What follows belongs to an exercise in optimizing a design on an open flow for small area; a production flow would make more cautious choices. Function was checked by simulation only, so behaviour that the tests miss may differ from the original. No activity file was given, so power comes from the tool's default toggle rates.

== job 104 ==
Design vending_machine, start of the top module:
module vending_machine(CARD_IN,VALID_TRAN,ITEM_CODE,KEY_PRESS,DOOR_OPEN,RELOAD,CLK,RESET,
	VEND,INVALID_SEL,FAILED_TRAN,COST);
	input CARD_IN,VALID_TRAN,KEY_PRESS,DOOR_OPEN,RELOAD,CLK,RESET;
	input [3:0] ITEM_CODE;
	output VEND,INVALID_SEL,FAILED_TRAN;
	output [2:0] COST;
	localparam [3:0] idle=4'd0, reloading=4'd1, trans=4'd2, read_key1=4'd3, wait_key2=4'd4,
		read_key2=4'd5, check_code=4'd6, wait_trans=4'd7, vending=4'd8, check_door=4'd9;
	reg [3:0] state, next_state;
	reg [2:0] timer;           
	reg k1_ok, k1_lsb;         
	reg [3:0] k2;              
	reg empty_all;             
	reg dec;                   
	reg [79:0] stock;
	wire t_zero = (timer == 3'd0);
	wire k2_ok = (k2 <= 4'd9);
	wire [19:0] sel;
	genvar gi;
	generate for (gi = 0; gi < 20; gi = gi + 1) begin : g_sel
		assign sel[gi] = (k1_lsb == (gi / 10)) && (k2 == (gi % 10));
	end endgenerate
	wire [19:0] nz;
	generate for (gi = 0; gi < 20; gi = gi + 1) begin : g_nz
		assign nz[gi] = stock[4*gi+3] | stock[4*gi];
	end endgenerate
	wire valid = !empty_all && k1_ok && k2_ok && |(sel & nz);
	always @(*) begin
		next_state = idle;
		case (state)
  ...
==> module vending_machine, before the edit <==
module vending_machine(CARD_IN,VALID_TRAN,ITEM_CODE,KEY_PRESS,DOOR_OPEN,RELOAD,CLK,RESET,
	VEND,INVALID_SEL,FAILED_TRAN,COST);
	input CARD_IN,VALID_TRAN,KEY_PRESS,DOOR_OPEN,RELOAD,CLK,RESET;
	input [3:0] ITEM_CODE;
	output VEND,INVALID_SEL,FAILED_TRAN;
	output [2:0] COST;
	localparam [3:0] idle=4'd0, reloading=4'd1, trans=4'd2, read_key1=4'd3, wait_key2=4'd4,
		read_key2=4'd5, check_code=4'd6, wait_trans=4'd7, vending=4'd8, check_door=4'd9;
	reg [3:0] state, next_state;
	reg [2:0] timer;           
	reg k1_ok, k1_lsb;         
	reg [3:0] k2;              
	reg empty_all;             
	reg dec;                   
	reg [79:0] stock;
	wire t_zero = (timer == 3'd0);
	wire k2_ok = (k2 <= 4'd9);
	wire [19:0] sel;
	genvar gi;
	generate for (gi = 0; gi < 20; gi = gi + 1) begin : g_sel
		assign sel[gi] = (k1_lsb == (gi / 10)) && (k2 == (gi % 10));
	end endgenerate
	wire [19:0] nz;
	generate for (gi = 0; gi < 20; gi = gi + 1) begin : g_nz
		assign nz[gi] = stock[4*gi+3] | stock[4*gi];
	end endgenerate
	wire valid = !empty_all && k1_ok && k2_ok && |(sel & nz);
	always @(*) begin
		next_state = idle;
		case (state)
		idle:       if (RELOAD) next_state = reloading; else if (CARD_IN) next_state = trans;
		reloading:  if (RELOAD) next_state = reloading;
		trans:      if (!t_zero) next_state = KEY_PRESS ? read_key1 : trans;
		read_key1:  next_state = KEY_PRESS ? read_key1 : wait_key2;
		wait_key2:  if (!t_zero) next_state = KEY_PRESS ? read_key2 : wait_key2;
		read_key2:  next_state = KEY_PRESS ? read_key2 : check_code;
		check_code: if (valid) next_state = wait_trans;
		wait_trans: if (!t_zero) next_state = VALID_TRAN ? vending : wait_trans;
		vending:    if (!t_zero) next_state = DOOR_OPEN ? check_door : vending;
		check_door: if (DOOR_OPEN) next_state = check_door;
		default:    next_state = idle;
		endcase
	end
	wire counting = (state == trans) || (state == wait_key2) || (state == wait_trans) || (state == vending);
	always @(posedge CLK) begin
		if (RESET) state <= idle; else state <= next_state;
		if (counting && next_state == state) timer <= timer - 3'd1; else timer <= 3'd4;
		if (state == read_key1) begin k1_ok <= (ITEM_CODE[3:1] == 3'd0); k1_lsb <= ITEM_CODE[0]; end
		if (state == read_key2) k2 <= ITEM_CODE;
		if (RESET) empty_all <= 1'b1; else if (state == reloading) empty_all <= 1'b0;
		dec <= !RESET && state == wait_trans && next_state == vending;
	end
	wire reload = (state == reloading);
	generate for (gi = 0; gi < 20; gi = gi + 1) begin : g_stock
		wire [3:0] c = stock[4*gi+3:4*gi];
		always @(posedge CLK) begin
			if (reload) stock[4*gi+3:4*gi] <= 4'b1000;
			else if (dec && sel[gi]) stock[4*gi+3:4*gi] <= {c[2:0], ~(c[3] & c[0])};
		end
	end endgenerate
	reg [2:0] price;
	always @(*) begin
		case ({k1_lsb, k2})
		5'h00, 5'h01, 5'h02, 5'h03: price = 3'd1;
		5'h04, 5'h05, 5'h06, 5'h07: price = 3'd2;
		5'h08, 5'h09, 5'h10, 5'h11: price = 3'd3;
		5'h12, 5'h13, 5'h14, 5'h15: price = 3'd4;
		5'h16, 5'h17: price = 3'd5;
		5'h18, 5'h19: price = 3'd6;
		default: price = 3'bxxx;
		endcase
	end
	wire show_cost = (state == check_code && valid) || state == wait_trans || state == vending || state == check_door;
	assign VEND = !RESET && (state == vending || state == check_door);
	assign INVALID_SEL = !RESET && state == check_code && !valid;
	assign FAILED_TRAN = !RESET && state == wait_trans && t_zero && !VALID_TRAN;
	assign COST = (!RESET && show_cost) ? price : 3'd0;
endmodule
clock: 10.0 ns
lec_check: 0
cap_margin: 20
core_margin: 2
core_utilization: 40
slew_margin: 20
run.sh (not shown) runs the stock make flow with config.mk's settings and CLKGATE_MAP_FILE= SYNTH_SCRIPT=/design/flow/synth_recipe.tcl, a recipe that flattens the netlist after the stock synthesis.
Relative to job 104, the following input files were edited for job 101:
diff --git a/flow/design.v b/flow/design.v
--- a/flow/design.v
+++ b/flow/design.v
@@ -10,24 +10,40 @@
 	reg [3:0] state, next_state;
 	reg [2:0] timer;           
 	reg k1_ok, k1_lsb;         
 	reg [3:0] k2;              
 	reg empty_all;             
-	reg dec;                   
-	reg [79:0] stock;
+	reg pend;                  
+	reg sweep;                 
+	reg [2:0] phase;           
+	reg [19:0] ring [0:3];     
 	wire t_zero = (timer == 3'd0);
 	wire k2_ok = (k2 <= 4'd9);
-	wire [19:0] sel;
-	genvar gi;
-	generate for (gi = 0; gi < 20; gi = gi + 1) begin : g_sel
-		assign sel[gi] = (k1_lsb == (gi / 10)) && (k2 == (gi % 10));
-	end endgenerate
-	wire [19:0] nz;
-	generate for (gi = 0; gi < 20; gi = gi + 1) begin : g_nz
-		assign nz[gi] = stock[4*gi+3] | stock[4*gi];
-	end endgenerate
-	wire valid = !empty_all && k1_ok && k2_ok && |(sel & nz);
+	wire [1:0] r_sel = {k1_lsb, k2[0]};
+	wire [2:0] q_sel = k2[3:1];
+	reg [2:0] k_sel;
+	always @(*) begin
+		case (phase)
+		3'd0: k_sel = q_sel;
+		3'd1: k_sel = (q_sel == 3'd0) ? 3'd4 : q_sel - 3'd1;
+		3'd2: k_sel = (q_sel <= 3'd1) ? q_sel + 3'd3 : q_sel - 3'd2;
+		3'd3: k_sel = (q_sel <= 3'd2) ? q_sel + 3'd2 : q_sel - 3'd3;
+		default: k_sel = (q_sel <= 3'd3) ? q_sel + 3'd1 : 3'd0;
+		endcase
+	end
+	wire [19:0] rs = ring[r_sel];
+	reg [3:0] cs;
+	always @(*) begin
+		case (k_sel)
+		3'd0: cs = rs[3:0];
+		3'd1: cs = rs[7:4];
+		3'd2: cs = rs[11:8];
+		3'd3: cs = rs[15:12];
+		default: cs = rs[19:16];
+		endcase
+	end
+	wire valid = !empty_all && k1_ok && k2_ok && (cs[3] | cs[0]);
 	always @(*) begin
 		next_state = idle;
 		case (state)
 		idle:       if (RELOAD) next_state = reloading; else if (CARD_IN) next_state = trans;
 		reloading:  if (RELOAD) next_state = reloading;
@@ -41,24 +57,30 @@
 		check_door: if (DOOR_OPEN) next_state = check_door;
 		default:    next_state = idle;
 		endcase
 	end
 	wire counting = (state == trans) || (state == wait_key2) || (state == wait_trans) || (state == vending);
+	wire reload = (state == reloading);
+	wire at_head = (phase == q_sel);
 	always @(posedge CLK) begin
 		if (RESET) state <= idle; else state <= next_state;
 		if (counting && next_state == state) timer <= timer - 3'd1; else timer <= 3'd4;
 		if (state == read_key1) begin k1_ok <= (ITEM_CODE[3:1] == 3'd0); k1_lsb <= ITEM_CODE[0]; end
 		if (state == read_key2) k2 <= ITEM_CODE;
-		if (RESET) empty_all <= 1'b1; else if (state == reloading) empty_all <= 1'b0;
-		dec <= !RESET && state == wait_trans && next_state == vending;
+		if (RESET) empty_all <= 1'b1; else if (reload) empty_all <= 1'b0;
+		pend <= !RESET && ((state == wait_trans && next_state == vending) || (pend && !at_head && !reload));
+		sweep <= reload || (sweep && phase != 3'd3);
+		phase <= (reload || phase == 3'd4) ? 3'd0 : phase + 3'd1;
 	end
-	wire reload = (state == reloading);
-	generate for (gi = 0; gi < 20; gi = gi + 1) begin : g_stock
-		wire [3:0] c = stock[4*gi+3:4*gi];
+	wire fill = reload || sweep;
+	genvar gr;
+	generate for (gr = 0; gr < 4; gr = gr + 1) begin : g_ring
+		wire [3:0] h = ring[gr][3:0];
+		wire take = pend && at_head && (r_sel == gr);
 		always @(posedge CLK) begin
-			if (reload) stock[4*gi+3:4*gi] <= 4'b1000;
-			else if (dec && sel[gi]) stock[4*gi+3:4*gi] <= {c[2:0], ~(c[3] & c[0])};
+			ring[gr][15:0] <= ring[gr][19:4];
+			ring[gr][19:16] <= fill ? 4'b1000 : take ? {h[2:0], ~(h[3] & h[0])} : h;
 		end
 	end endgenerate
 	reg [2:0] price;
 	always @(*) begin
 		case ({k1_lsb, k2})
Findings:
Summary — total clock sinks, job 101 relative to job 104: higher, by 4.
Job 104 has a higher number of vias per cell than job 101.
Compare job 104 and job 101 | number of global-route vias before repair higher: job 104
Taking job 104 as the reference, in job 101 total power now larger; fraction of the mapped netlist area in compound gates held steady; largest vdd supply drop +0.000045 V.
In the reports for job 104 and job 101, the larger portion of total power attributed to the clock network belongs to job 104.
In job 101 relative to job 104, placer congestion estimate had gone up by a few percent.
A highest-delay cell along the critical path of clkdlybuf4s50_1 is what job 104 shows, while edfxtp_1 belongs to job 101.
Looking at die area across job 104 and job 101, the one that comes out lower is job 101.
Job 101 ended up with a higher xor and xnor area share after synthesis than job 104 did.
Largest cell class by area = sequential cells: job 101; largest cell class by area = multi-input combinational cells: job 104
Between job 104 and job 101, cell count of the worst reg-to-reg path increased.
Taking job 104 as the reference, in job 101 sum of net half-perimeters after detailed placement went down 21%, power density normalized to cell area increased by about 33% relative to the old numbers.

## what the ideal ports hide
How much do the figures lean on ideal ports? The routed layouts below were timed once more, with nothing changed but the port constraints.
Step 1 (the two cells are an assumption about what drives the block):
set clk [get_ports {CLK}]
set_driving_cell -lib_cell sky130_fd_sc_hd__clkbuf_16 $clk
set_driving_cell -lib_cell sky130_fd_sc_hd__buf_2 [delete_from_list [all_inputs] $clk]
Step 2 moves the port delays by t, midway between the first and last clock arrival at a register: inputs arrive t later, outputs are due t later. That takes back most of the time a late clock gives input paths.
Three values: no drivers, after step 1, after step 2; two values: the first two.
| run | t (ns) | slack for setup (ns) | latest minus earliest clock arrival (ns) |
|---|---|---|---|
| job 104 | 0.386 | 4.361 / 4.339 / 4.339 | 0.009 / 0.009 |
| job 101 | 0.384 | 4.156 / 4.128 / 4.382 | 0.010 / 0.010 |
After both steps setup and hold are still met in every run listed. For job 104, which loses most, drivers alone change the setup slack by -0.022 ns; drivers and shift together by -0.022 ns.
